From an optimization exercise on the open Yosys and OpenROAD flow, aimed at small area, a short achievable clock period and few clock cycles per item; shortcuts taken in it are not production practice. At most, simulation tests tie the RTL to the original design; equivalence was not proved. No functional check of the RTL was part of runs 2, 4 and 5. Power and IR drop assume default switching activity.

## flow/design.v (module list and top-level ports; edited modules follow where they fit)
// module booth2Encoder: 21 lines
// module ppGenerator: 53 lines
// module RCA: 35 lines
// module pp_compressor3_2: 43 lines
// module wallaceTree: 33 lines
// module Multiplier: 59 lines
// module RCA_1: 68 lines
// module MacUnit: 37 lines
// module PE: 63 lines
// module PE_2: 51 lines
// module SystolicArray: 139 lines
// module GlobalCounter: 30 lines
// module GlobalCounter_1: 25 lines
// module Controller: 132 lines
// module SyncFIFO: 51 lines
// module InputBuffer: 94 lines
// module SyncFIFO_4: 49 lines
// module OutputBuffer: 60 lines
// module top: 180 lines
// module axis_matmul2x2: 41 lines
module axis_matmul2x2(
    input                       clk             ,
    input                       rst             ,
    input                       s_axis_tvalid   ,
    input     [31 : 0]          s_axis_tdata    ,
    input                       s_axis_tlast    ,
    output                      s_axis_tready   ,
    output                      m_axis_tvalid   ,
    output    [31 : 0]          m_axis_tdata    ,
    output                      m_axis_tlast    ,
    input                       m_axis_tready   
);
  // ...
==> flow/run.sh <==
#!/bin/bash
# synth_recipe.tcl (not shown) runs the flow's synth.tcl, then flattens the netlist and writes it again
# the make line also repeats each setting of config.mk as NAME=value (left out here)
make -C /OpenROAD-flow-scripts/flow DESIGN_CONFIG=/design/flow/config.mk WORK_HOME=/design/flow/orfs CLKGATE_MAP_FILE= SYNTH_SCRIPT=/design/flow/synth_recipe.tcl finish
==> flow/config.mk <==
export PLATFORM = sky130hd
export DESIGN_NAME = axis_matmul2x2
export DESIGN_NICKNAME = axis_matmul2x2
export VERILOG_FILES = /design/flow/design.v
export SDC_FILE = /design/flow/constraint.sdc
export NUM_CORES = 4
export LEC_CHECK = 0
export CAP_MARGIN = 20
export CORE_MARGIN = 2
export CORE_UTILIZATION = 40
export PLACE_DENSITY = 0.6
export SLEW_MARGIN = 20
==> flow/constraint.sdc <==
create_clock -name core_clock -period 7.5 [get_ports {clk}]
set_input_delay 1.5000 -clock core_clock [delete_from_list [all_inputs] [get_ports {clk}]]
set_output_delay 1.5000 -clock core_clock [all_outputs]
set_load 0.01 [all_outputs]
==> flow_summary.json, run 1 <==
{
  "rows": 68,
  "final_area_um2": 16200,
  "synth_mux_area_share_pct": 11.5,
  "clkPwrFrac_pct": 42.3,
  "met1_usage_pct": 22.4,
  "status": "no timing/DRC/antenna violations",
  "ctsRootBufferMaster": "clkbuf_16",
  "synth_top_area_share_pct": 38.6,
  "yosysSeqAreaShare_pct": 39.0,
  "cts_buffers": 31,
  "place_inst": 1950,
  "worst-r2r-setup-slack_ns": 0.24,
  "finalNetCount": 1688,
  "ir_drop_mv": 0.183,
  "antenna_found_initial": 0,
  "grt_max_degree": 105,
  "p_int_mw": 2.82,
  "top_layer": "met4",
  "async_flop_share_pct": 0,
  "max_cap_violations": 0,
  "power-top-group": "sequential cells",
  "setup_tns_ns": 0,
  "final_common_cell": "nor2_1",
  "synthesis.nets": 1678,
  "finalSetupViolations": 0,
  "clock_area_share_pct": 6.88
}
Testbench counts, summed over its fixed seeds: cycles 4,224, items 384.
==> module axis_matmul2x2, before the edit <==
module axis_matmul2x2(
    input                       clk             ,
    input                       rst             ,
    input                       s_axis_tvalid   ,
    input     [31 : 0]          s_axis_tdata    ,
    input                       s_axis_tlast    ,
    output                      s_axis_tready   ,
    output                      m_axis_tvalid   ,
    output    [31 : 0]          m_axis_tdata    ,
    output                      m_axis_tlast    ,
    input                       m_axis_tready   
);
    wire [3:0]  io_in_a_0;
    wire [3:0]  io_in_a_1;
    wire [3:0]  io_in_b_0;
    wire [3:0]  io_in_b_1;
    wire [15:0] io_out_c_0;
    wire [15:0] io_out_c_1;
    assign io_in_a_0 = s_axis_tdata[00+:4];
    assign io_in_a_1 = s_axis_tdata[08+:4];
    assign io_in_b_0 = s_axis_tdata[16+:4];
    assign io_in_b_1 = s_axis_tdata[24+:4];
    assign m_axis_tdata = {io_out_c_1,io_out_c_0};
    assign m_axis_tlast = m_axis_tvalid;
    top u_top(
        .clock                       (clk              ),
        .reset                       (rst              ),
        .io_tpuIO_in_valid           (s_axis_tvalid    ),
        .io_tpuIO_in_ready           (s_axis_tready    ),
        .io_tpuIO_in_bits_in_a_0     (io_in_a_0        ),
        .io_tpuIO_in_bits_in_a_1     (io_in_a_1        ),
        .io_tpuIO_in_bits_in_b_0     (io_in_b_0        ),
        .io_tpuIO_in_bits_in_b_1     (io_in_b_1        ),
        .io_tpuIO_in_bits_in_c_0     (16'b0            ),
        .io_tpuIO_in_bits_in_c_1     (16'b0            ),
        .io_tpuIO_out_valid          (m_axis_tvalid    ),
        .io_tpuIO_out_ready          (m_axis_tready    ),
        .io_tpuIO_out_bits_out_c_0   (io_out_c_0       ),
        .io_tpuIO_out_bits_out_c_1   (io_out_c_1       )
    );
endmodule
==> run 2, diff against run 1 <==
==> flow/design.v (replaced) <==
module dot4(input [3:0] a0, input [3:0] b0, input [3:0] a1, input [3:0] b1, output [8:0] y);
    wire pp0_00 = a0[0] & b0[0];
    wire pp0_01 = a0[0] & b0[1];
    wire pp0_02 = a0[0] & b0[2];
    wire pp0_03 = ~(a0[0] & b0[3]);
    wire pp0_10 = a0[1] & b0[0];
    wire pp0_11 = a0[1] & b0[1];
    wire pp0_12 = a0[1] & b0[2];
    wire pp0_13 = ~(a0[1] & b0[3]);
    wire pp0_20 = a0[2] & b0[0];
    wire pp0_21 = a0[2] & b0[1];
    wire pp0_22 = a0[2] & b0[2];
    wire pp0_23 = ~(a0[2] & b0[3]);
    wire pp0_30 = ~(a0[3] & b0[0]);
    wire pp0_31 = ~(a0[3] & b0[1]);
    wire pp0_32 = ~(a0[3] & b0[2]);
    wire pp0_33 = a0[3] & b0[3];
    wire pp1_00 = a1[0] & b1[0];
    wire pp1_01 = a1[0] & b1[1];
    wire pp1_02 = a1[0] & b1[2];
    wire pp1_03 = ~(a1[0] & b1[3]);
    wire pp1_10 = a1[1] & b1[0];
    wire pp1_11 = a1[1] & b1[1];
    wire pp1_12 = a1[1] & b1[2];
    wire pp1_13 = ~(a1[1] & b1[3]);
    wire pp1_20 = a1[2] & b1[0];
    wire pp1_21 = a1[2] & b1[1];
    wire pp1_22 = a1[2] & b1[2];
    wire pp1_23 = ~(a1[2] & b1[3]);
    wire pp1_30 = ~(a1[3] & b1[0]);
    wire pp1_31 = ~(a1[3] & b1[1]);
    wire pp1_32 = ~(a1[3] & b1[2]);
    wire pp1_33 = a1[3] & b1[3];
    wire s1 = pp0_01 ^ pp0_10 ^ pp1_01;
    wire c2 = (pp0_01 & pp0_10) | (pp0_01 & pp1_01) | (pp0_10 & pp1_01);
    wire s3 = pp0_02 ^ pp0_11 ^ pp0_20;
    wire c4 = (pp0_02 & pp0_11) | (pp0_02 & pp0_20) | (pp0_11 & pp0_20);
    wire s5 = pp1_02 ^ pp1_11 ^ pp1_20;
    wire c6 = (pp1_02 & pp1_11) | (pp1_02 & pp1_20) | (pp1_11 & pp1_20);
    wire s7 = c2 ^ s3 ^ s5;
    wire c8 = (c2 & s3) | (c2 & s5) | (s3 & s5);
    wire s9 = pp0_03 ^ pp0_12 ^ pp0_21;
    wire c10 = (pp0_03 & pp0_12) | (pp0_03 & pp0_21) | (pp0_12 & pp0_21);
    wire s11 = pp0_30 ^ pp1_03 ^ pp1_12;
    wire c12 = (pp0_30 & pp1_03) | (pp0_30 & pp1_12) | (pp1_03 & pp1_12);
    wire s13 = pp1_21 ^ pp1_30 ^ c4;
    wire c14 = (pp1_21 & pp1_30) | (pp1_21 & c4) | (pp1_30 & c4);
    wire s15 = c6 ^ s11 ^ s9;
    wire c16 = (c6 & s11) | (c6 & s9) | (s11 & s9);
    wire s17 = c8 ^ s13 ^ s15;
    wire c18 = (c8 & s13) | (c8 & s15) | (s13 & s15);
    wire s19 = pp0_13 ^ pp0_22 ^ pp0_31;
    wire c20 = (pp0_13 & pp0_22) | (pp0_13 & pp0_31) | (pp0_22 & pp0_31);
    wire s21 = pp1_13 ^ pp1_22 ^ pp1_31;
    wire c22 = (pp1_13 & pp1_22) | (pp1_13 & pp1_31) | (pp1_22 & pp1_31);
    wire s23 = c10 ^ c12 ^ s19;
    wire c24 = (c10 & c12) | (c10 & s19) | (c12 & s19);
    wire s25 = s21 ^ c14 ^ c16;
    wire c26 = (s21 & c14) | (s21 & c16) | (c14 & c16);
    wire s27 = s23 ^ s25 ^ c18;
    wire c28 = (s23 & s25) | (s23 & c18) | (s25 & c18);
    wire s29 = ~(pp0_23 ^ pp0_32);
    wire c30 = pp0_23 | pp0_32;
    wire s31 = pp1_23 ^ pp1_32 ^ c20;
    wire c32 = (pp1_23 & pp1_32) | (pp1_23 & c20) | (pp1_32 & c20);
    wire s33 = c22 ^ s29 ^ c24;
    wire c34 = (c22 & s29) | (c22 & c24) | (s29 & c24);
    wire s35 = s31 ^ c26 ^ s33;
    wire c36 = (s31 & c26) | (s31 & s33) | (c26 & s33);
    wire s37 = pp0_33 ^ pp1_33 ^ c30;
    wire c38 = (pp0_33 & pp1_33) | (pp0_33 & c30) | (pp1_33 & c30);
    wire s39 = c32 ^ s37 ^ c34;
    wire c40 = (c32 & s37) | (c32 & c34) | (s37 & c34);
    assign y = {1'b1, c38, c36, c28, s27, s17, s7, pp1_10, pp0_00} + {1'b0, c40, s39, s35, 1'b0, 1'b0, 1'b0, s1, pp1_00};
endmodule
module axis_matmul2x2(
    input                       clk             ,
    input                       rst             ,
    input                       s_axis_tvalid   ,
    input     [31 : 0]          s_axis_tdata    ,
    input                       s_axis_tlast    ,
    output                      s_axis_tready   ,
    output                      m_axis_tvalid   ,
    output    [31 : 0]          m_axis_tdata    ,
    output                      m_axis_tlast    ,
    input                       m_axis_tready
);
    wire [3:0] ia0 = s_axis_tdata[3:0];
    wire [3:0] ia1 = s_axis_tdata[11:8];
    wire [3:0] ib0 = s_axis_tdata[19:16];
    wire [3:0] ib1 = s_axis_tdata[27:24];
    reg       hv;
    reg [3:0] h_a00, h_a10, h_b00, h_b01;
    reg       mv, mrow;
    reg [3:0] ma0, ma1, p_a01;
    reg [3:0] mb00, mb01, mb10, mb11;
    reg       ov;
    reg [8:0] oc0, oc1;
    wire out_free  = !ov || m_axis_tready;
    wire do_comp   = mv && out_free;
    wire comp_last = do_comp && !mrow;
    assign s_axis_tready = hv ? (!mv || comp_last)
                              : (!(mv && mrow) || do_comp);
    wire s_fire = s_axis_tvalid && s_axis_tready;
    wire [8:0] dot0, dot1;
    dot4 u_d0(.a0(ma0), .b0(mb00), .a1(ma1), .b1(mb10), .y(dot0));
    dot4 u_d1(.a0(ma0), .b0(mb01), .a1(ma1), .b1(mb11), .y(dot1));
    always @(posedge clk) begin
        if (rst) begin
            hv <= 1'b0;
            mv <= 1'b0;
            mrow <= 1'b0;
            ov <= 1'b0;
        end else begin
            if (do_comp)
                ov <= 1'b1;
            else if (m_axis_tready)
                ov <= 1'b0;
            if (s_fire && hv) begin
                mv <= 1'b1;
                mrow <= 1'b1;
            end else if (do_comp) begin
                mrow <= 1'b0;
                if (!mrow)
                    mv <= 1'b0;
            end
            if (s_fire)
                hv <= !hv;
        end
    end
    always @(posedge clk) begin
        if (s_fire && !hv) begin
            h_a00 <= ia0;
            h_a10 <= ia1;
            h_b00 <= ib0;
            h_b01 <= ib1;
        end
        if (s_fire && hv) begin
            ma0  <= h_a10;
            ma1  <= ia1;
            p_a01 <= ia0;
            mb00 <= h_b00;
            mb01 <= h_b01;
            mb10 <= ib0;
            mb11 <= ib1;
        end else if (do_comp && mrow) begin
            ma0 <= h_a00;
            ma1 <= p_a01;
        end
        if (do_comp) begin
            oc0 <= dot0;
            oc1 <= dot1;
        end
    end
    assign m_axis_tvalid = ov;
    assign m_axis_tlast  = ov;
    assign m_axis_tdata  = {{7{oc1[8]}}, oc1, {7{oc0[8]}}, oc0};
endmodule
==> run 2 against run 1 <==
Register-to-register slack improved by 3.4 ns; largest power group unchanged; power fell by 72%; cell area fell by 70%; critical path depth fell by 14; clock power fell by about 80%; utilization rose by 2.8 points; flip-flop and latch count fell by 209; largest cell class is now flip-flops and latches; worst setup slack improved by 2.8 ns; via count fell by 78%; clock skew fell by 0.0040 ns.
==> flow_summary.json, run 2 <==
{
  "drv_slew": 0,
  "die_area_um2": 10800,
  "cts.sinks": 66,
  "period_minus_slack_ns": 4.51,
  "synth_top_area_share_pct": 46.6,
  "clk_latency_ns": 0.34,
  "maxSlewHeadroom_pct": 31.6,
  "seqPwrFrac_pct": 43.4,
  "ctsRootBufferMaster": "clkbuf_8",
  "fin_skew_ns": 0.0114,
  "cts_buffer_depth": 2,
  "combPwrFrac_pct": 26.2,
  "clkPwrFrac_pct": 30.4,
  "synth_common_cells": "edfxtp_1, and2_1, fa_1, inv_1, nand2_1",
  "wl_per_cell_um": 12.7,
  "grt_max_degree": 30,
  "hold_path_depth": 0,
  "yosysMostFrequentCell": "edfxtp_1",
  "place_inst": 473,
  "num_vias": 2218,
  "syn_area_um2": 4000,
  "synthToLayoutAreaGrowth_pct": 20.4,
  "core-area_um2": 9730,
  "cts_buffers": 9,
  "worst-path-max-fanout": 6,
  "drive_gt1_share_pct": 9.27,
  "antenna_cells": 0,
  "crit_type": "in -> out",
  "critical_path_required_ns": 6.00,
  "ios": 72,
  "io_buffers": 54,
  "drt_wl_total_mm": 6.21,
  "p_int_mw": 0.746,
  "first_pass_iters": 4,
  "rows": 36,
  "antenna_found_initial": 0,
  "fill_cells": 880,
  "synth_top_flop_cell": "edfxtp_1",
  "fmax_mhz": 222,
  "worstSetupEndpointType": "primary output",
  "finalNetCount": 440,
  "max_cap_violations": 0,
  "finalHoldViolCount": 0,
  "ys_ff_latch": 66,
  "place_congestion": 0.804,
  "finalPower_mw": 1.05,
  "start_util_pct": 41.1,
  "path_clk_slew_ns": 0.08,
  "final_util_pct": 49.4,
  "cts_hold_buf": 0,
  "die_x_um": 104,
  "grt_pass1_wl_mm": 11.0,
  "synth_area_leaders": "edfxtp_1, fa_1, and2_1",
  "synthesis.nets": 389,
  "grt_pass1_vias": 2343,
  "min_path_type": "reg -> reg",
  "grt_overflow": 0,
  "p_sw_share_pct": 28.8,
  "cp-start-kind": "primary input",
  "drtAntennaViolNets": 0,
  "vias_per_cell": 4.54,
  "rsz0062_at_grt": "no",
  "grt_usage_pct": 12.9,
  "critPathArrivalTime_ns": 3.01,
  "setup_tns_ns": 0,
  "r2r_cells": 13,
  "stdcell_count": 489,
  "switchingPower_mw": 0.302,
  "mostFrequentLayoutCells": "edfxtp_1, clkdlybuf4s50_1, and2_1",
  "p_per_area_nw_per_um2": 218,
  "finalSetupViolations": 0,
  "reg_top3": "oc0 x9, oc1 x9",
  "async_flop_share_pct": 0,
  "synth_warnings": 1,
  "synth-edff-count": 62,
  "drc_errors": 0,
  "cts_tree": "built",
  "drt_iter0_markers": 70,
  "synth_cell_types": 33,
  "cts_resized": 0,
  "die_height_um": 104,
  "status": "no timing/DRC/antenna violations",
  "tightest_slew_ns": 1.02,
  "final_common_cell": "edfxtp_1",
  "synthCells": 300,
  "period_share_pct": 60.1,
  "ir_drop_mv": 0.0912,
  "netlist.top_cell.by_area": "edfxtp_1",
  "cts_setup_buffers": 0,
  "total_leakage_power_nw": 1.87,
  "yosysSeqAreaShare_pct": 48.6,
  "cts-htree-levels": 3,
  "place_hpwl_mm": 4.65,
  "avgSynthCellArea_um2": 13.3
}
==> run 2: changes by cell type in the layout (fill, tap and decap cells not counted), moves of 34 or more <==
cell,change
dfxtp_1,-268
ha_1,-35
inv_1,-52
a21oi_1,-106
clkbuf_16,-34
nor2_1,-278
and3_1,-34
edfxtp_1,+60
a211oi_1,-38
mux2i_1,-154
==> run 2: power by group through the flow <==
stage	logic [mW]	clock network, mW	registers [mW]
after detailed placement	0.280	0	0.463
final	0.275	0.318	0.454
after floorplan	0.213	0	0.462
after global routing	0.316	0.342	0.457
after global placement	0.274	0	0.462
after CTS	0.281	0.327	0.455
==> run 2: final timing paths <==
path                                          from  slack [ns]                 to
worst max-delay path                 m_axis_tready        2.99      s_axis_tready
worst min-delay path            h_b00[1]$_DFFE_PP_        0.42  mb00[1]$_DFFE_PP_
worst max register to register    ma0[3]$_DFFE_PP_        3.67   oc0[7]$_DFFE_PP_
worst min register to register  h_b00[1]$_DFFE_PP_        0.42  mb00[1]$_DFFE_PP_
==> run 2: routing by layer <==
layer  vias to the layer above  share of wire, %  global-route usage (%)  routed length [um]
met5                         -                 0                       0                   0
met4                         0               1.5                    5.69                  92
met3                         7               4.7                    2.57                 289
met2                        56                46                    20.5                2880
met1                      1079                48                    17.1                2950
li1                       1076                 -                       -                   -
==> run 2: layout make-up <==
class | instances | area, um2 | area share [%]
Clock buffer | 10 | 138 | 2.86
Clock inverter | 6 | 72.6 | 1.51
Inverter | 41 | 159 | 3.30
Multi-Input combinational cell | 178 | 1780 | 37.1
Sequential cell | 66 | 1940 | 40.4
Tap cell | 133 | 166 | 3.46
Timing Repair Buffer | 55 | 548 | 11.4
==> run 2: cells by family (layout without fill, tap and decap cells) <==
kind of cell | after synthesis | after routing | share of synthesized area [%]
and+or+nand+nor | 88 | 88 | 11.8
AOI/OAI and AO/OA | 17 | 17 | 3.07
DFF | 66 | 66 | 48.6
buffers and inverters | 56 | 112 | 6.80
adders and majority gates | 53 | 53 | 24.1
xor gates and xnor gates | 12 | 12 | 2.63
muxes | 8 | 8 | 3.01
==> run 2: critical path, stage by stage <==
cell	delay [ns]
clkdlybuf4s50_1	0.50
nor2b_4	0.07
maj3_1	0.34
nand2_1	0.07
clkdlybuf4s50_1	0.52
==> run 2: through the flow <==
step	hold slack (ns)	cell area [um2]	worst slack (ns)
detailed placement	0.405	4600	2.99
floorplan	0.400	4000	3.96
global route	0.432	4810	2.95
CTS	0.419	4810	2.98
global placement	0.400	4600	2.99
finish	0.417	4810	2.99
==> run 3, diff against run 2 <==
==> flow/design.v (replaced) <==
module axis_matmul2x2(
    input                       clk             ,
    input                       rst             ,
    input                       s_axis_tvalid   ,
    input     [31 : 0]          s_axis_tdata    ,
    input                       s_axis_tlast    ,
    output                      s_axis_tready   ,
    output                      m_axis_tvalid   ,
    output    [31 : 0]          m_axis_tdata    ,
    output                      m_axis_tlast    ,
    input                       m_axis_tready
);
    wire [3:0] ia0 = s_axis_tdata[3:0];
    wire [3:0] ia1 = s_axis_tdata[11:8];
    wire [3:0] ib0 = s_axis_tdata[19:16];
    wire [3:0] ib1 = s_axis_tdata[27:24];
    reg       hv;
    reg [3:0] h_a00, h_a10, h_b00, h_b01;
    reg       mv, mrow;
    reg [3:0] ma0, ma1, p_a01;
    reg [3:0] mb00, mb01, mb10, mb11;
    reg       ov;
    reg [8:0] oc0, oc1;
    wire out_free  = !ov || m_axis_tready;
    wire do_comp   = mv && out_free;
    wire comp_last = do_comp && !mrow;
    assign s_axis_tready = hv ? (!mv || comp_last)
                              : (!(mv && mrow) || do_comp);
    wire s_fire = s_axis_tvalid && s_axis_tready;
    wire signed [8:0] dot0 = $signed(ma0) * $signed(mb00) + $signed(ma1) * $signed(mb10);
    wire signed [8:0] dot1 = $signed(ma0) * $signed(mb01) + $signed(ma1) * $signed(mb11);
    always @(posedge clk) begin
        if (rst) begin
            hv <= 1'b0;
            mv <= 1'b0;
            mrow <= 1'b0;
            ov <= 1'b0;
        end else begin
            if (do_comp)
                ov <= 1'b1;
            else if (m_axis_tready)
                ov <= 1'b0;
            if (s_fire && hv) begin
                mv <= 1'b1;
                mrow <= 1'b1;
            end else if (do_comp) begin
                mrow <= 1'b0;
                if (!mrow)
                    mv <= 1'b0;
            end
            if (s_fire)
                hv <= !hv;
        end
    end
    always @(posedge clk) begin
        if (s_fire && !hv) begin
            h_a00 <= ia0;
            h_a10 <= ia1;
            h_b00 <= ib0;
            h_b01 <= ib1;
        end
        if (s_fire && hv) begin
            ma0  <= h_a10;
            ma1  <= ia1;
            p_a01 <= ia0;
            mb00 <= h_b00;
            mb01 <= h_b01;
            mb10 <= ib0;
            mb11 <= ib1;
        end else if (do_comp && mrow) begin
            ma0 <= h_a00;
            ma1 <= p_a01;
        end
        if (do_comp) begin
            oc0 <= dot0;
            oc1 <= dot1;
        end
    end
    assign m_axis_tvalid = ov;
    assign m_axis_tlast  = ov;
    assign m_axis_tdata  = {{7{oc1[8]}}, oc1, {7{oc0[8]}}, oc0};
endmodule
==> run 3 against run 2 <==
Via count rose by 40%; utilization fell by 1.1 points; first-iteration DRC count rose by 57%; clock power rose by 47%; critical path depth did not move; synthesized cell count rose by 55%; maximum frequency fell by 0.92%; largest cell class is now multi-input gates; highest routed layer unchanged.
==> flow_summary.json, run 3 <==
{
  "ys_ff_latch": 66,
  "antenna_found_initial": 0,
  "rsz0062_at_grt": "no",
  "first_pass_iters": 4,
  "async_flop_share_pct": 0,
  "hold_path_depth": 0,
  "fmax_mhz": 220,
  "syn_area_um2": 5420,
  "r2r-end": "oc1[8]$_DFFE_PP_",
  "die_x_um": 120,
  "max_cap_violations": 0,
  "synthesis.nets": 609,
  "synth_warnings": 1,
  "cts-htree-levels": 3,
  "drc_errors": 0,
  "antenna_cells": 0,
  "total_leakage_power_nw": 2.79,
  "ctsRootBufferMaster": "clkbuf_16",
  "cts_buffer_depth": 2,
  "io_buffers": 54,
  "final_common_cell": "inv_1",
  "critPathBufInv": 2,
  "synthToLayoutAreaGrowth_pct": 18.0,
  "fin_skew_ns": 0.00823,
  "yosysSeqAreaShare_pct": 35.8,
  "finalNetCount": 659,
  "synth_top_area_share_pct": 34.3,
  "cts_setup_buffers": 0,
  "reg_top3": "oc0 x9, oc1 x9",
  "drv_slew": 0,
  "grt_pass1_wl_mm": 15.0,
  "critPathMaxStageDelay_ns": 0.53,
  "grt_max_degree": 31,
  "p_per_area_nw_per_um2": 271,
  "period_minus_slack_ns": 4.55,
  "grt_pass1_vias": 3232,
  "maxSlewHeadroom_pct": 46.0,
  "holdPathEnd": "mb00[0]$_DFFE_PP_",
  "num_vias": 3112,
  "avgSynthCellArea_um2": 11.7,
  "place_congestion": 0.787,
  "ir_drop_mv": 0.156,
  "drive_gt1_share_pct": 6.55,
  "cts_buffers": 9,
  "cts.sinks": 66,
  "crit_chain": "clkdlybuf4s50_1 > nor2b_4 > maj3_2 > nand2_1 > clkdlybuf4s50_1",
  "drt_wl_total_mm": 8.60,
  "synthCells": 464,
  "wl_per_cell_um": 12.4,
  "synth_top_flop_cell": "edfxtp_1",
  "period_share_pct": 60.7,
  "path_common_cell": "clkdlybuf4s50_1",
  "place_hpwl_mm": 6.88,
  "cts_tree": "built",
  "r2r_cells": 13,
  "tightest_slew_ns": 0.810,
  "cts_resized": 0,
  "worst-r2r-setup-slack_ns": 3.08,
  "p_int_mw": 1.15,
  "rows": 42,
  "hold_start": "h_b00[0]$_DFFE_PP_",
  "synth_cell_types": 31,
  "cts_hold_buf": 0,
  "drt_iter0_markers": 110,
  "clk_latency_ns": 0.33,
  "synth_area_leaders": "edfxtp_1, fa_1, ha_1",
  "start_util_pct": 41.0,
  "worst-path-max-fanout": 3,
  "min_path_type": "reg -> reg",
  "clkPwrFrac_pct": 26.9,
  "synth-edff-count": 62,
  "combPwrFrac_pct": 44.4,
  "yosysMostFrequentCell": "inv_1",
  "core-area_um2": 13200,
  "worstSetupEndpointType": "primary output",
  "critical_path_required_ns": 6.00,
  "finalHoldViolCount": 0,
  "rr_startpoint": "ma0[2]$_DFFE_PP_",
  "vias_per_cell": 4.48,
  "finalSetupViolations": 0,
  "fill_cells": 1232,
  "cp-start-kind": "primary input",
  "die_area_um2": 14500,
  "ios": 72,
  "p_sw_share_pct": 33.5,
  "crit_type": "in -> out",
  "stdcell_count": 695,
  "drtAntennaViolNets": 0,
  "mostFrequentLayoutCells": "inv_1, fa_1, edfxtp_1",
  "status": "no timing/DRC/antenna violations",
  "path_clk_slew_ns": 0.06,
  "synth_common_cells": "inv_1, edfxtp_1, fa_1, ha_1, and2_1",
  "die_height_um": 120,
  "crit_slowest_cell": "clkdlybuf4s50_1",
  "netlist.top_cell.by_area": "edfxtp_1",
  "grt_usage_pct": 13.1,
  "critPathArrivalTime_ns": 3.05,
  "cp_top_family": "buffers and inverters",
  "seqPwrFrac_pct": 28.7,
  "place_inst": 679,
  "switchingPower_mw": 0.582,
  "setup_tns_ns": 0,
  "grt_overflow": 0
}
==> run 3: cell count changes after synthesis, moves of 3 or more <==
cell / delta
inv_1: +63
ha_1: +34
mux2_2: +6
and2_1: -4
xnor2_1: +9
fa_1: +22
nand3_1: -3
xor2_1: +4
nor2_1: +9
nor2b_1: +9
nand2b_1: +4
nand2_1: -7
o21ai_0: +6
a21boi_0: +4
==> run 3: logic make-up after synthesis <==
logic type | synth area share (%)
fa+ha+maj | 33.7
xor+xnor | 4.04
buf+inv | 9.41
compound gates | 4.20
flops | 35.8
simple gates | 9.57
mux | 3.28
==> run 3: worst max path at each step <==
stage,startpoint,to,slack [ns],depth (start not counted)
6_report,m_axis_tready,s_axis_tready,2.95,5
5_1_grt,ma0[2]$_DFFE_PP_,oc1[8]$_DFFE_PP_,2.87,13
4_1_cts,m_axis_tready,s_axis_tready,2.94,5
3_5_place_dp,m_axis_tready,s_axis_tready,2.95,5
3_3_place_gp,m_axis_tready,s_axis_tready,2.97,5
2_1_floorplan,ma0[2]$_DFFE_PP_,oc0[8]$_DFFE_PP_,3.51,13
==> run 3: cell type report <==
| type | count | area (um2) | share of cell area [%] |
|---|---|---|---|
| Clock inverter | 6 | 95.1 | 1.49 |
| Inverter | 103 | 387 | 6.04 |
| Multi-Input combinational cell | 279 | 2970 | 46.4 |
| Tap cell | 176 | 220 | 3.44 |
| Clock buffer | 10 | 239 | 3.73 |
| Sequential cell | 66 | 1940 | 30.3 |
| Timing Repair Buffer | 55 | 548 | 8.56 |
==> run 3: metal layers <==
layer	vias to the layer above	track usage [%]	wire length, um
met5	-	0	0
met4	0	4.36	132
met3	9	2.92	253
met2	43	20.4	3870
met1	1503	18.3	4340
li1	1557	-	-
==> run 3: through the flow <==
stage	hold slack, ns	setup slack, ns	power (mW)	util, %	area [um2]
5_1_grt	0.434	2.87	1.88	48.3	6400
4_1_cts	0.424	2.94	1.76	48.3	6400
2_1_floorplan	0.400	3.51	1.12	-	5420
3_3_place_gp	0.402	2.97	1.26	45.8	6070
6_report	0.421	2.95	1.74	48.3	6400
3_5_place_dp	0.405	2.95	1.28	45.8	6070
==> run 3: power groups by stage <==
stage,logic (mW),clock network [mW],registers [mW]
global route,0.885,0.496,0.503
global placement,0.756,0,0.505
detailed placement,0.776,0,0.507
CTS,0.782,0.479,0.499
finish,0.771,0.467,0.499
floorplan,0.613,0,0.506
Testbench counts of run 3, summed over its fixed seeds: cycles 792, items 384.
==> run 4, diff against run 3 <==
--- a/flow/design.v
+++ b/flow/design.v
@@ -1 +1,50 @@
+module dot4p(input [3:0] a0, input [3:0] a1, input [4:0] t, input [3:0] b0, input [3:0] b1, output [8:0] y);
+    wire r0_0 = (b0[0] & b1[0]) ? t[0] : ((b0[0] & a0[0]) | (b1[0] & a1[0]));
+    wire r0_1 = (b0[0] & b1[0]) ? t[1] : ((b0[0] & a0[1]) | (b1[0] & a1[1]));
+    wire r0_2 = (b0[0] & b1[0]) ? t[2] : ((b0[0] & a0[2]) | (b1[0] & a1[2]));
+    wire r0_3 = (b0[0] & b1[0]) ? t[3] : ((b0[0] & a0[3]) | (b1[0] & a1[3]));
+    wire r1_0 = (b0[1] & b1[1]) ? t[0] : ((b0[1] & a0[0]) | (b1[1] & a1[0]));
+    wire r1_1 = (b0[1] & b1[1]) ? t[1] : ((b0[1] & a0[1]) | (b1[1] & a1[1]));
+    wire r1_2 = (b0[1] & b1[1]) ? t[2] : ((b0[1] & a0[2]) | (b1[1] & a1[2]));
+    wire r1_3 = (b0[1] & b1[1]) ? t[3] : ((b0[1] & a0[3]) | (b1[1] & a1[3]));
+    wire r2_0 = (b0[2] & b1[2]) ? t[0] : ((b0[2] & a0[0]) | (b1[2] & a1[0]));
+    wire r2_1 = (b0[2] & b1[2]) ? t[1] : ((b0[2] & a0[1]) | (b1[2] & a1[1]));
+    wire r2_2 = (b0[2] & b1[2]) ? t[2] : ((b0[2] & a0[2]) | (b1[2] & a1[2]));
+    wire r2_3 = (b0[2] & b1[2]) ? t[3] : ((b0[2] & a0[3]) | (b1[2] & a1[3]));
+    wire r0_4 = (b0[0] & b1[0]) ? t[4] : ((b0[0] & a0[3]) | (b1[0] & a1[3]));
+    wire r0_4n = (b0[0] & b1[0]) ? ~t[4] : ((~b0[0] | ~a0[3]) & (~b1[0] | ~a1[3]));
+    wire r1_4n = (b0[1] & b1[1]) ? ~t[4] : ((~b0[1] | ~a0[3]) & (~b1[1] | ~a1[3]));
+    wire r2_4n = (b0[2] & b1[2]) ? ~t[4] : ((~b0[2] | ~a0[3]) & (~b1[2] | ~a1[3]));
+    wire r3_0 = (b0[3] & b1[3]) ? t[0] : ((b0[3] & a0[0]) | (b1[3] & a1[0]));
+    wire r3_0n = (b0[3] & b1[3]) ? ~t[0] : ((~b0[3] | ~a0[0]) & (~b1[3] | ~a1[0]));
+    wire r3_1n = (b0[3] & b1[3]) ? ~t[1] : ((~b0[3] | ~a0[1]) & (~b1[3] | ~a1[1]));
+    wire r3_2n = (b0[3] & b1[3]) ? ~t[2] : ((~b0[3] | ~a0[2]) & (~b1[3] | ~a1[2]));
+    wire r3_3n = (b0[3] & b1[3]) ? ~t[3] : ((~b0[3] | ~a0[3]) & (~b1[3] | ~a1[3]));
+    wire r3_4 = (b0[3] & b1[3]) ? t[4] : ((b0[3] & a0[3]) | (b1[3] & a1[3]));
+    wire s1 = r0_2 ^ r1_1 ^ r2_0;
+    wire c2 = (r0_2 & r1_1) | (r0_2 & r2_0) | (r1_1 & r2_0);
+    wire s3 = r0_3 ^ r1_2 ^ r2_1;
+    wire c4 = (r0_3 & r1_2) | (r0_3 & r2_1) | (r1_2 & r2_1);
+    wire s5 = r3_0 ^ c2 ^ s3;
+    wire c6 = (r3_0 & c2) | (r3_0 & s3) | (c2 & s3);
+    wire s7 = r0_4 ^ r1_3 ^ r2_2;
+    wire c8 = (r0_4 & r1_3) | (r0_4 & r2_2) | (r1_3 & r2_2);
+    wire s9 = r3_0n ^ r3_1n ^ c4;
+    wire c10 = (r3_0n & r3_1n) | (r3_0n & c4) | (r3_1n & c4);
+    wire s11 = s7 ^ s9 ^ c6;
+    wire c12 = (s7 & s9) | (s7 & c6) | (s9 & c6);
+    wire s13 = r0_4n ^ r1_4n ^ r2_3;
+    wire c14 = (r0_4n & r1_4n) | (r0_4n & r2_3) | (r1_4n & r2_3);
+    wire s15 = r3_2n ^ c8 ^ s13;
+    wire c16 = (r3_2n & c8) | (r3_2n & s13) | (c8 & s13);
+    wire s17 = c10 ^ s15 ^ c12;
+    wire c18 = (c10 & s15) | (c10 & c12) | (s15 & c12);
+    wire s19 = r2_4n ^ r3_3n ^ c14;
+    wire c20 = (r2_4n & r3_3n) | (r2_4n & c14) | (r3_3n & c14);
+    wire s21 = s19 ^ c16 ^ c18;
+    wire c22 = (s19 & c16) | (s19 & c18) | (c16 & c18);
+    wire s23 = r3_4 ^ c20 ^ c22;
+    wire c24 = (r3_4 & c20) | (r3_4 & c22) | (c20 & c22);
+    assign y = {c24, s23, s21, s17, s11, s5, s1, r0_1, r0_0} + {1'b0, 1'b0, 1'b0, 1'b0, 1'b0, 1'b0, 1'b0, r1_0, 1'b0} + 9'h100;
+endmodule
 module axis_matmul2x2(
@@ -20,2 +69,3 @@
     reg [3:0] ma0, ma1, p_a01;
+    reg [4:0] mt;
     reg [3:0] mb00, mb01, mb10, mb11;
@@ -29,4 +79,9 @@
     wire s_fire = s_axis_tvalid && s_axis_tready;
-    wire signed [8:0] dot0 = $signed(ma0) * $signed(mb00) + $signed(ma1) * $signed(mb10);
-    wire signed [8:0] dot1 = $signed(ma0) * $signed(mb01) + $signed(ma1) * $signed(mb11);
+    wire [8:0] dot0, dot1;
+    dot4p u_d0(.a0(ma0), .a1(ma1), .t(mt), .b0(mb00), .b1(mb10), .y(dot0));
+    dot4p u_d1(.a0(ma0), .a1(ma1), .t(mt), .b0(mb01), .b1(mb11), .y(dot1));
+    wire ld_b1  = s_fire && hv;
+    wire [3:0] na0 = ld_b1 ? h_a10 : h_a00;
+    wire [3:0] na1 = ld_b1 ? ia1 : p_a01;
+    wire [4:0] nt  = {na0[3], na0} + {na1[3], na1};
     always @(posedge clk) begin
@@ -62,4 +117,5 @@
         if (s_fire && hv) begin
-            ma0  <= h_a10;
-            ma1  <= ia1;
+            ma0  <= na0;
+            ma1  <= na1;
+            mt   <= nt;
             p_a01 <= ia0;
@@ -70,4 +126,5 @@
         end else if (do_comp && mrow) begin
-            ma0 <= h_a00;
-            ma1 <= p_a01;
+            ma0 <= na0;
+            ma1 <= na1;
+            mt  <= nt;
         end
==> flow/flow/run.sh (new file) <==
#!/bin/bash
# Standard ORFS layout, with two changes:
#  - synthesis runs Yosys's synth without its internal ABC pass (SYNTH_ARGS=-noabc),
#    so the full-adder extraction sees the RTL's adder structure directly;
#    the final ABC mapping still runs as usual;
#  - every input and output port still gets its own buffer, but a buf_2
#    instead of the slow delay buffer buffer_ports picks by default.
set -euo pipefail
bash standard.sh SYNTH_ARGS=-noabc \
  "BUFFER_PORTS_ARGS=-buffer_cell sky130_fd_sc_hd__buf_2" \
  finish > make_finish.log 2>&1
==> flow/standard.sh (new file) <==
#!/bin/bash
# synth_recipe.tcl (not shown) runs the flow's synth.tcl, then flattens the netlist and writes it again
# the make line also repeats each setting of config.mk as NAME=value (left out here)
make -C /OpenROAD-flow-scripts/flow DESIGN_CONFIG=/design/flow/config.mk WORK_HOME=/design/flow/orfs CLKGATE_MAP_FILE= SYNTH_SCRIPT=/design/flow/synth_recipe.tcl "${@:-finish}"
--- a/flow/config.mk
+++ b/flow/config.mk
@@ -11,2 +11,3 @@
 export PLACE_DENSITY = 0.6
+export SETUP_SLACK_MARGIN = 4.5
 export SLEW_MARGIN = 20
removed: flow/run.sh
==> run 4 against run 3 <==
Via count fell by 17%; cell area fell by 21%; still clean on timing, DRC and antenna; power fell by 39%; sequential power fell by 2%; critical path type is now reg -> reg.
==> flow_summary.json, run 4 <==
{
  "status": "no timing/DRC/antenna violations",
  "core-area_um2": 10200,
  "cts_buffers": 9,
  "period_minus_slack_ns": 4.07,
  "final_common_cell": "edfxtp_1",
  "ctsRootBufferMaster": "clkbuf_8",
  "grt_overflow": 0,
  "tightest_slew_ns": 0.879,
  "fin_skew_ns": 0.0143,
  "rows": 37,
  "yosysMostFrequentCell": "edfxtp_1",
  "cp_top_family": "adder cells",
  "rsz0062_at_grt": "yes",
  "synth_common_cells": "edfxtp_1, nand2_1, mux2_2, a22o_1, fa_1",
  "p_int_mw": 0.753,
  "drive_gt1_share_pct": 42.8,
  "critPathMaxStageDelay_ns": 0.53,
  "synth_top_area_share_pct": 48.2,
  "cts_tree": "built",
  "place_inst": 477,
  "grt_max_degree": 21,
  "cp-start-kind": "register",
  "mostFrequentLayoutCells": "edfxtp_1, buf_2, nand2_1",
  "critPathBufInv": 0,
  "p_sw_share_pct": 28.9,
  "reg_top3": "oc0 x9, oc1 x9, mt x5",
  "maxSlewHeadroom_pct": 41.3,
  "start_util_pct": 40.8,
  "synthToLayoutAreaGrowth_pct": 21.3,
  "worstSetupEndpointType": "register",
  "drt_wl_total_mm": 7.95,
  "synth_area_leaders": "edfxtp_1, fa_1, mux2_2",
  "grt_pass1_vias": 2610,
  "setup_tns_ns": 0,
  "path_common_cell": "fa_2",
  "fmax_mhz": 245,
  "path_clk_slew_ns": 0.09,
  "finalNetCount": 446,
  "synthCells": 310,
  "num_vias": 2585,
  "synth_warnings": 1,
  "max_cap_violations": 0,
  "grt_pass1_wl_mm": 13.1,
  "critical_path_required_ns": 7.62,
  "grt_usage_pct": 15.1,
  "synth_top_flop_cell": "edfxtp_1",
  "final-seq-area_um2": 2090,
  "finalSetupViolations": 0,
  "vias_per_cell": 5.00,
  "synthesis.nets": 380,
  "antenna_cells": 0,
  "stdcell_count": 517,
  "synth_cell_types": 33,
  "total_leakage_power_nw": 1.98,
  "place_hpwl_mm": 5.38,
  "crit_type": "reg -> reg",
  "seqPwrFrac_pct": 46.0,
  "fill_cells": 908,
  "clkPwrFrac_pct": 26.5,
  "cts.sinks": 71,
  "drtAntennaViolNets": 0,
  "wl_per_cell_um": 15.4,
  "period_share_pct": 54.3,
  "switchingPower_mw": 0.307,
  "first_pass_iters": 4,
  "yosysSeqAreaShare_pct": 50.1,
  "die_area_um2": 11300,
  "ir_drop_mv": 0.0797,
  "synth-edff-count": 67,
  "finalWorstSetupSlack_ns": 3.43,
  "drc_errors": 0,
  "netlist.top_cell.by_area": "edfxtp_1",
  "cts-htree-levels": 3,
  "cts_buffer_depth": 2,
  "io_buffers": 54,
  "hold_ws_ns": 0.420,
  "clk_latency_ns": 0.35,
  "worst-r2r-setup-slack_ns": 3.43,
  "p_per_area_nw_per_um2": 210,
  "pre_cts_ws_ns": 3.22,
  "async_flop_share_pct": 0,
  "min_path_type": "reg -> reg",
  "die_x_um": 106,
  "syn_area_um2": 4170,
  "antenna_found_initial": 0,
  "drt_iter0_markers": 106,
  "drv_slew": 0,
  "worst-path-max-fanout": 8,
  "crit_chain": "mux2_2 > a22o_1 > fa_2 > fa_1 > fa_2 > fa_2 > fa_2 > fa_1 > and3_1 > nand3_1 > xor2_1",
  "avgSynthCellArea_um2": 13.5,
  "critPathArrivalTime_ns": 4.19,
  "combPwrFrac_pct": 27.5,
  "multi_input_area_um2": 2050,
  "ys_ff_latch": 71,
  "ios": 72,
  "finalHoldViolCount": 0,
  "die_height_um": 106,
  "crit_slowest_cell": "edfxtp_1",
  "place_congestion": 0.862
}
==> run 4: cell count changes after synthesis, moves of 13 or more <==
cell     before  now
a22o_1        0   26
a22oi_1       0   13
and2_1       37    3
fa_1         62   25
ha_1         46    8
inv_1       103    6
mux2_2        6   27
nand2_1      22   36
==> run 4: metal layers <==
| layer | vias up | GRT usage, % | routed length [um] |
|---|---|---|---|
| met5 | - | 0 | 0 |
| met4 | 0 | 5.17 | 129 |
| met3 | 11 | 4.05 | 351 |
| met2 | 66 | 23.8 | 3740 |
| met1 | 1242 | 20.2 | 3730 |
| li1 | 1266 | - | - |
==> run 4: what timing repair did <==
action	in CTS	in global routing
gates resized for setup	14	7
hold endpoints to repair	0	0
hold buffers	0	0
buffers inserted	18	5
endpoints found under the setup margin	11	12
gates cloned	1	0
pin swaps	4	3
==> run 4: layout make-up <==
class                      count  share of cell area [%]
sequential                    71                    41.4
clock inverter                 7                    1.09
clock buffer                   9                    2.45
timing repair buffer          81                    10.8
tap                          136                    3.36
inverter                       6                   0.445
multi-input combinational    207                    40.5
==> run 4: worst paths after layout <==
kind / to / start / depth (start not counted)
worst max-delay path: oc0[8]$_DFFE_PP_ / mt[1]$_DFFE_PP_ / 11
worst min-delay path: mb00[0]$_DFFE_PP_ / h_b00[0]$_DFFE_PP_ / 0
worst max register to register: oc0[8]$_DFFE_PP_ / mt[1]$_DFFE_PP_ / 11
worst min register to register: mb00[0]$_DFFE_PP_ / h_b00[0]$_DFFE_PP_ / 0
==> run 4: power by group through the flow <==
stage | Clock (mW) | Combinational (mW) | Sequential (mW)
finish | 0.281 | 0.291 | 0.488
global route | 0.311 | 0.327 | 0.490
floorplan | 0 | 0.196 | 0.493
detailed placement | 0 | 0.239 | 0.499
CTS | 0.291 | 0.267 | 0.488
global placement | 0 | 0.234 | 0.499
==> run 4: stage by stage <==
stage | total power, mW | area [um2] | util, %
global placement | 0.733 | 4580 | 44.8
CTS | 1.05 | 4990 | 48.8
finish | 1.06 | 5060 | 49.4
floorplan | 0.689 | 4300 | -
detailed placement | 0.738 | 4580 | 44.8
global route | 1.13 | 5060 | 49.4
==> run 4: worst reg2reg max path: cells and delay by family, from the launching register on <==
kind                       cells  cell delay [ns]
AOI/OAI and AO/OA              1             0.20
xor gates and xnor gates       1             0.14
adders and majority gates      6             2.40
DFF                            1             0.53
muxes                          1             0.32
and+or+nand+nor                2             0.25
==> run 4: cell families (layout without fill, tap and decap cells) <==
| family | Yosys count | in the layout | share of synthesized area [%] |
|---|---|---|---|
| XOR/XNOR | 14 | 14 | 2.94 |
| multiplexers | 33 | 33 | 9.45 |
| AO/OA/AOI/OAI | 53 | 53 | 10.1 |
| adder cells (fa/ha/maj) | 34 | 34 | 14.6 |
| buffers and inverters | 32 | 103 | 4.44 |
| AND/OR/NAND/NOR | 73 | 73 | 8.31 |
| flip-flops | 71 | 71 | 50.2 |
==> run 5, diff against run 4 <==
--- a/flow/design.v
+++ b/flow/design.v
@@ -23,27 +23,43 @@
     wire r3_4 = (b0[3] & b1[3]) ? t[4] : ((b0[3] & a0[3]) | (b1[3] & a1[3]));
-    wire s1 = r0_2 ^ r1_1 ^ r2_0;
-    wire c2 = (r0_2 & r1_1) | (r0_2 & r2_0) | (r1_1 & r2_0);
-    wire s3 = r0_3 ^ r1_2 ^ r2_1;
-    wire c4 = (r0_3 & r1_2) | (r0_3 & r2_1) | (r1_2 & r2_1);
-    wire s5 = r3_0 ^ c2 ^ s3;
-    wire c6 = (r3_0 & c2) | (r3_0 & s3) | (c2 & s3);
-    wire s7 = r0_4 ^ r1_3 ^ r2_2;
-    wire c8 = (r0_4 & r1_3) | (r0_4 & r2_2) | (r1_3 & r2_2);
-    wire s9 = r3_0n ^ r3_1n ^ c4;
-    wire c10 = (r3_0n & r3_1n) | (r3_0n & c4) | (r3_1n & c4);
-    wire s11 = s7 ^ s9 ^ c6;
-    wire c12 = (s7 & s9) | (s7 & c6) | (s9 & c6);
-    wire s13 = r0_4n ^ r1_4n ^ r2_3;
-    wire c14 = (r0_4n & r1_4n) | (r0_4n & r2_3) | (r1_4n & r2_3);
-    wire s15 = r3_2n ^ c8 ^ s13;
-    wire c16 = (r3_2n & c8) | (r3_2n & s13) | (c8 & s13);
-    wire s17 = c10 ^ s15 ^ c12;
-    wire c18 = (c10 & s15) | (c10 & c12) | (s15 & c12);
-    wire s19 = r2_4n ^ r3_3n ^ c14;
-    wire c20 = (r2_4n & r3_3n) | (r2_4n & c14) | (r3_3n & c14);
-    wire s21 = s19 ^ c16 ^ c18;
-    wire c22 = (s19 & c16) | (s19 & c18) | (c16 & c18);
-    wire s23 = r3_4 ^ c20 ^ c22;
-    wire c24 = (r3_4 & c20) | (r3_4 & c22) | (c20 & c22);
-    assign y = {c24, s23, s21, s17, s11, s5, s1, r0_1, r0_0} + {1'b0, 1'b0, 1'b0, 1'b0, 1'b0, 1'b0, 1'b0, r1_0, 1'b0} + 9'h100;
+    wire s1 = r0_1 ^ r1_0;
+    wire c2 = r0_1 & r1_0;
+    wire s3 = r0_2 ^ r1_1 ^ r2_0;
+    wire c4 = (r0_2 & r1_1) | (r0_2 & r2_0) | (r1_1 & r2_0);
+    wire s5 = c2 ^ s3;
+    wire c6 = c2 & s3;
+    wire s7 = r0_3 ^ r1_2 ^ r2_1;
+    wire c8 = (r0_3 & r1_2) | (r0_3 & r2_1) | (r1_2 & r2_1);
+    wire s9 = r3_0 ^ c4 ^ s7;
+    wire c10 = (r3_0 & c4) | (r3_0 & s7) | (c4 & s7);
+    wire s11 = c6 ^ s9;
+    wire c12 = c6 & s9;
+    wire s13 = r0_4 ^ r1_3 ^ r2_2;
+    wire c14 = (r0_4 & r1_3) | (r0_4 & r2_2) | (r1_3 & r2_2);
+    wire s15 = r3_0n ^ r3_1n ^ c8;
+    wire c16 = (r3_0n & r3_1n) | (r3_0n & c8) | (r3_1n & c8);
+    wire s17 = s13 ^ s15 ^ c10;
+    wire c18 = (s13 & s15) | (s13 & c10) | (s15 & c10);
+    wire s19 = c12 ^ s17;
+    wire c20 = c12 & s17;
+    wire s21 = r0_4n ^ r1_4n ^ r2_3;
+    wire c22 = (r0_4n & r1_4n) | (r0_4n & r2_3) | (r1_4n & r2_3);
+    wire s23 = r3_2n ^ c14 ^ s21;
+    wire c24 = (r3_2n & c14) | (r3_2n & s21) | (c14 & s21);
+    wire s25 = c16 ^ s23 ^ c18;
+    wire c26 = (c16 & s23) | (c16 & c18) | (s23 & c18);
+    wire s27 = c20 ^ s25;
+    wire c28 = c20 & s25;
+    wire s29 = r2_4n ^ r3_3n ^ c22;
+    wire c30 = (r2_4n & r3_3n) | (r2_4n & c22) | (r3_3n & c22);
+    wire s31 = s29 ^ c24 ^ c26;
+    wire c32 = (s29 & c24) | (s29 & c26) | (c24 & c26);
+    wire s33 = c28 ^ s31;
+    wire c34 = c28 & s31;
+    wire s35 = r3_4 ^ c30 ^ c32;
+    wire c36 = (r3_4 & c30) | (r3_4 & c32) | (c30 & c32);
+    wire s37 = c34 ^ s35;
+    wire c38 = c34 & s35;
+    wire s39 = c36 ^ c38;
+    wire c40 = c36 & c38;
+    assign y = {~s39, s37, s33, s27, s19, s11, s5, s1, r0_0};
 endmodule
==> run 5 against run 4 <==
Register-to-register slack better by 0.13 ns; worst setup slack better by 0.13 ns; die area shrank 0.84%; routed wire length shrank 5.4%; clock skew down 0.0054 ns; largest cell class unchanged.
==> flow_summary.json, run 5 <==
{
  "finalHoldViolCount": 0,
  "crit_slowest_cell": "edfxtp_1",
  "fmax_mhz": 253,
  "netlist.top_cell.by_area": "edfxtp_1",
  "antenna_found_initial": 0,
  "cts-htree-levels": 3,
  "crit_cells": 10,
  "maxSlewHeadroom_pct": 45.1,
  "synthToLayoutAreaGrowth_pct": 19.6,
  "yosysMostFrequentCell": "edfxtp_1",
  "mostFrequentLayoutCells": "edfxtp_1, buf_2, nand2_1",
  "fin_skew_ns": 0.00889,
  "cts_hold_buf": 0,
  "synth_top_flop_cell": "edfxtp_1",
  "synthCells": 293,
  "avgSynthCellArea_um2": 14.1,
  "synth-edff-count": 67,
  "path_clk_slew_ns": 0.08,
  "crit_path_end": "oc1[8]$_DFFE_PP_",
  "final_area_um2": 4940,
  "period_minus_slack_ns": 3.95,
  "rr_startpoint": "mb11[1]$_DFFE_PP_",
  "finalNetCount": 437,
  "status": "no timing/DRC/antenna violations",
  "ir_drop_mv": 0.101,
  "ys_ff_latch": 71,
  "cts_tree": "built",
  "syn_area_um2": 4140,
  "die_x_um": 106,
  "start_util_pct": 40.6,
  "critPathArrivalTime_ns": 4.05,
  "synth_warnings": 1,
  "grt_usage_pct": 13.9,
  "core-area_um2": 10200,
  "finalSetupViolations": 0,
  "period_share_pct": 52.6,
  "r2r_cells": 10,
  "drtAntennaViolNets": 0,
  "pre_cts_ws_ns": 3.50,
  "setup_tns_ns": 0,
  "synth_area_leaders": "edfxtp_1, fa_1, mux2_2",
  "antenna_cells": 0,
  "crit_chain": "mux2_4 > a22o_1 > fa_2 > fa_2 > fa_2 > fa_2 > fa_2 > fa_1 > ha_2 > xnor2_1",
  "max_cap_violations": 0,
  "synth_top_area_share_pct": 48.7,
  "worstSetupEndpointType": "register",
  "total_leakage_power_nw": 1.95,
  "num_vias": 2440,
  "cp-start-kind": "register",
  "worst-r2r-setup-slack_ns": 3.55,
  "synth_common_cells": "edfxtp_1, nand2_1, a22o_1, mux2_2, fa_1",
  "grt_max_degree": 21,
  "async_flop_share_pct": 0,
  "place_congestion": 0.863,
  "clk_latency_ns": 0.35,
  "finalWorstSetupSlack_ns": 3.55,
  "ctsRootBufferMaster": "clkbuf_8",
  "first_pass_iters": 4,
  "die_area_um2": 11200,
  "final_util_pct": 48.6,
  "r2r-end": "oc1[8]$_DFFE_PP_",
  "place_hpwl_mm": 5.31,
  "rsz0062_at_grt": "yes",
  "vias_per_cell": 4.90,
  "drt_iter0_markers": 115,
  "cts_buffer_depth": 2,
  "reg_top3": "oc0 x9, oc1 x9, mt x5",
  "drv_slew": 0,
  "wl_per_cell_um": 15.1,
  "critPathMaxStageDelay_ns": 0.50,
  "critPathBufInv": 0,
  "p_per_area_nw_per_um2": 187,
  "drive_gt1_share_pct": 45.0,
  "grt_overflow": 0,
  "startpoint": "mb11[1]$_DFFE_PP_",
  "yosysSeqAreaShare_pct": 50.6,
  "critical_path_required_ns": 7.60,
  "final_common_cell": "edfxtp_1",
  "min_path_type": "reg -> reg",
  "tightest_slew_ns": 0.823,
  "placed_cell_area_um2": 4510,
  "drt_wl_total_mm": 7.52,
  "grt_pass1_vias": 2396,
  "hold_ws_ns": 0.422,
  "synth_cell_types": 30,
  "cp_top_family": "adder cells",
  "cts.sinks": 71,
  "drc_errors": 0,
  "ios": 72,
  "synthesis.nets": 373,
  "grt_pass1_wl_mm": 11.8,
  "io_buffers": 54,
  "path_common_cell": "fa_2",
  "crit_type": "reg -> reg",
  "die_height_um": 106,
  "cts_buffers": 9,
  "fill_cells": 924,
  "worst-path-max-fanout": 6,
  "rows": 37
}
[run 5: changes by cell type after synthesis, moves of 2 or more]
cell | previous run | this run
and2_1 | 3 | 0
xor2_1 | 5 | 1
buf_1 | 2 | 0
nor2_1 | 4 | 2
nand2_1 | 36 | 34
xnor2_1 | 9 | 3
ha_1 | 8 | 18
and3_1 | 3 | 0
nor2b_1 | 10 | 8
nand3_1 | 8 | 1
[run 5: logic make-up after synthesis]
| logic type | Yosys count | share of synthesized area (%) |
|---|---|---|
| AOI/OAI and AO/OA | 53 | 10.1 |
| xor gates and xnor gates | 4 | 0.847 |
| adders and majority gates | 44 | 17.8 |
| buffers and inverters | 33 | 4.60 |
| DFF | 71 | 50.6 |
| muxes | 32 | 9.26 |
| and+or+nand+nor | 56 | 6.78 |
[run 5: metal layers]
metal,vias up,routed length (um),track usage (%)
met5,-,0,0
met4,0,124,5.92
met3,8,211,2.78
met2,41,3760,23.1
met1,1193,3420,17.7
li1,1198,-,-
[run 5: layout make-up]
type / instances / area [um2] / area share (%)
sequential: 71 / 2090 / 42.3
multi-input combinational: 189 / 2020 / 40.8
timing repair buffer: 79 / 474 / 9.59
tap: 136 / 170 / 3.44
clock buffer: 10 / 128 / 2.58
clock inverter: 6 / 37.5 / 0.759
inverter: 7 / 26.3 / 0.531
[run 5: worst reg2reg max path: stages, from the launching register on]
cell and delay (ns):
edfxtp_1 0.50, mux2_4 0.34, a22o_1 0.21, fa_2 0.45
fa_2 0.36, fa_2 0.40, fa_2 0.35, fa_2 0.35
fa_1 0.44, ha_2 0.20, xnor2_1 0.12
[run 5: timing repair]
item,4_1_cts,5_1_grt
pin swaps,7,2
setup buffers,7,15
hold endpoints to repair,0,0
resized for setup,10,6
endpoints found under the setup margin,11,13
[run 5: power by group]
part           total (mW)  switching (mW)  internal [mW]  leakage, nW
combinational       0.185          0.0890         0.0958         1.22
clock               0.261           0.143          0.118       0.0797
sequential          0.481          0.0154          0.466        0.653
total               0.927           0.247          0.680         1.95
[run 5: how the worst min path moves through the flow]
| stage | from | to | slack (ns) | cells after the start |
|---|---|---|---|---|
| 6_report | h_b01[3]$_DFFE_PP_ | mb01[3]$_DFFE_PP_ | 0.42 | 0 |
| 5_1_grt | h_b00[1]$_DFFE_PP_ | mb00[1]$_DFFE_PP_ | 0.44 | 0 |
| 4_1_cts | h_b01[0]$_DFFE_PP_ | mb01[0]$_DFFE_PP_ | 0.42 | 0 |
| 3_5_place_dp | h_b01[0]$_DFFE_PP_ | mb01[0]$_DFFE_PP_ | 0.41 | 0 |
| 3_3_place_gp | h_b01[1]$_DFFE_PP_ | mb01[1]$_DFFE_PP_ | 0.40 | 0 |
| 2_1_floorplan | h_b00[0]$_DFFE_PP_ | mb00[0]$_DFFE_PP_ | 0.40 | 0 |
[run 5: stage by stage]
step | total power, mW | std cells
after detailed placement | 0.652 | 460
after global placement | 0.648 | 460
after global routing | 0.983 | 498
final | 0.927 | 498
after CTS | 0.935 | 483
after floorplan | 0.612 | 293

## afterwards: timing with drivers on the ports
The results above use ideal ports. As a check the final layouts listed here were re-extracted and re-timed, cells and wires unchanged.
Step 1 sets driving cells, clkbuf_16 on the clock port and buf_2 on the other inputs (assumed; they add their load-dependent delay and slew).
Step 2, shift: input delay + t, output delay - t, t = (earliest + latest rising clock arrival at the registers) / 2. This alone moves slack from input paths to output paths.
Slacks: ideal ports / drivers / drivers and shift; pairs: ideal ports / drivers.
run | t, ns | setup WS [ns] | worst setup path at the end | latest minus earliest clock arrival (ns)
run 1 | 0.602 | 0.238 / 0.238 / 0.238 | register to register | 0.017 / 0.016
run 2 | 0.365 | 2.992 / 2.967 / 2.967 | input to output | 0.012 / 0.011
run 3 | 0.364 | 2.950 / 2.922 / 2.922 | input to output | 0.009 / 0.008
run 4 | 0.376 | 3.426 / 3.426 / 3.426 | register to register | 0.015 / 0.015
run 5 | 0.373 | 3.552 / 3.552 / 3.552 | register to register | 0.010 / 0.010
After both steps setup and hold are still met in every run listed. The setup slack of run 3, which loses most, moves by -0.028 ns with the drivers and by -0.028 ns with both steps.
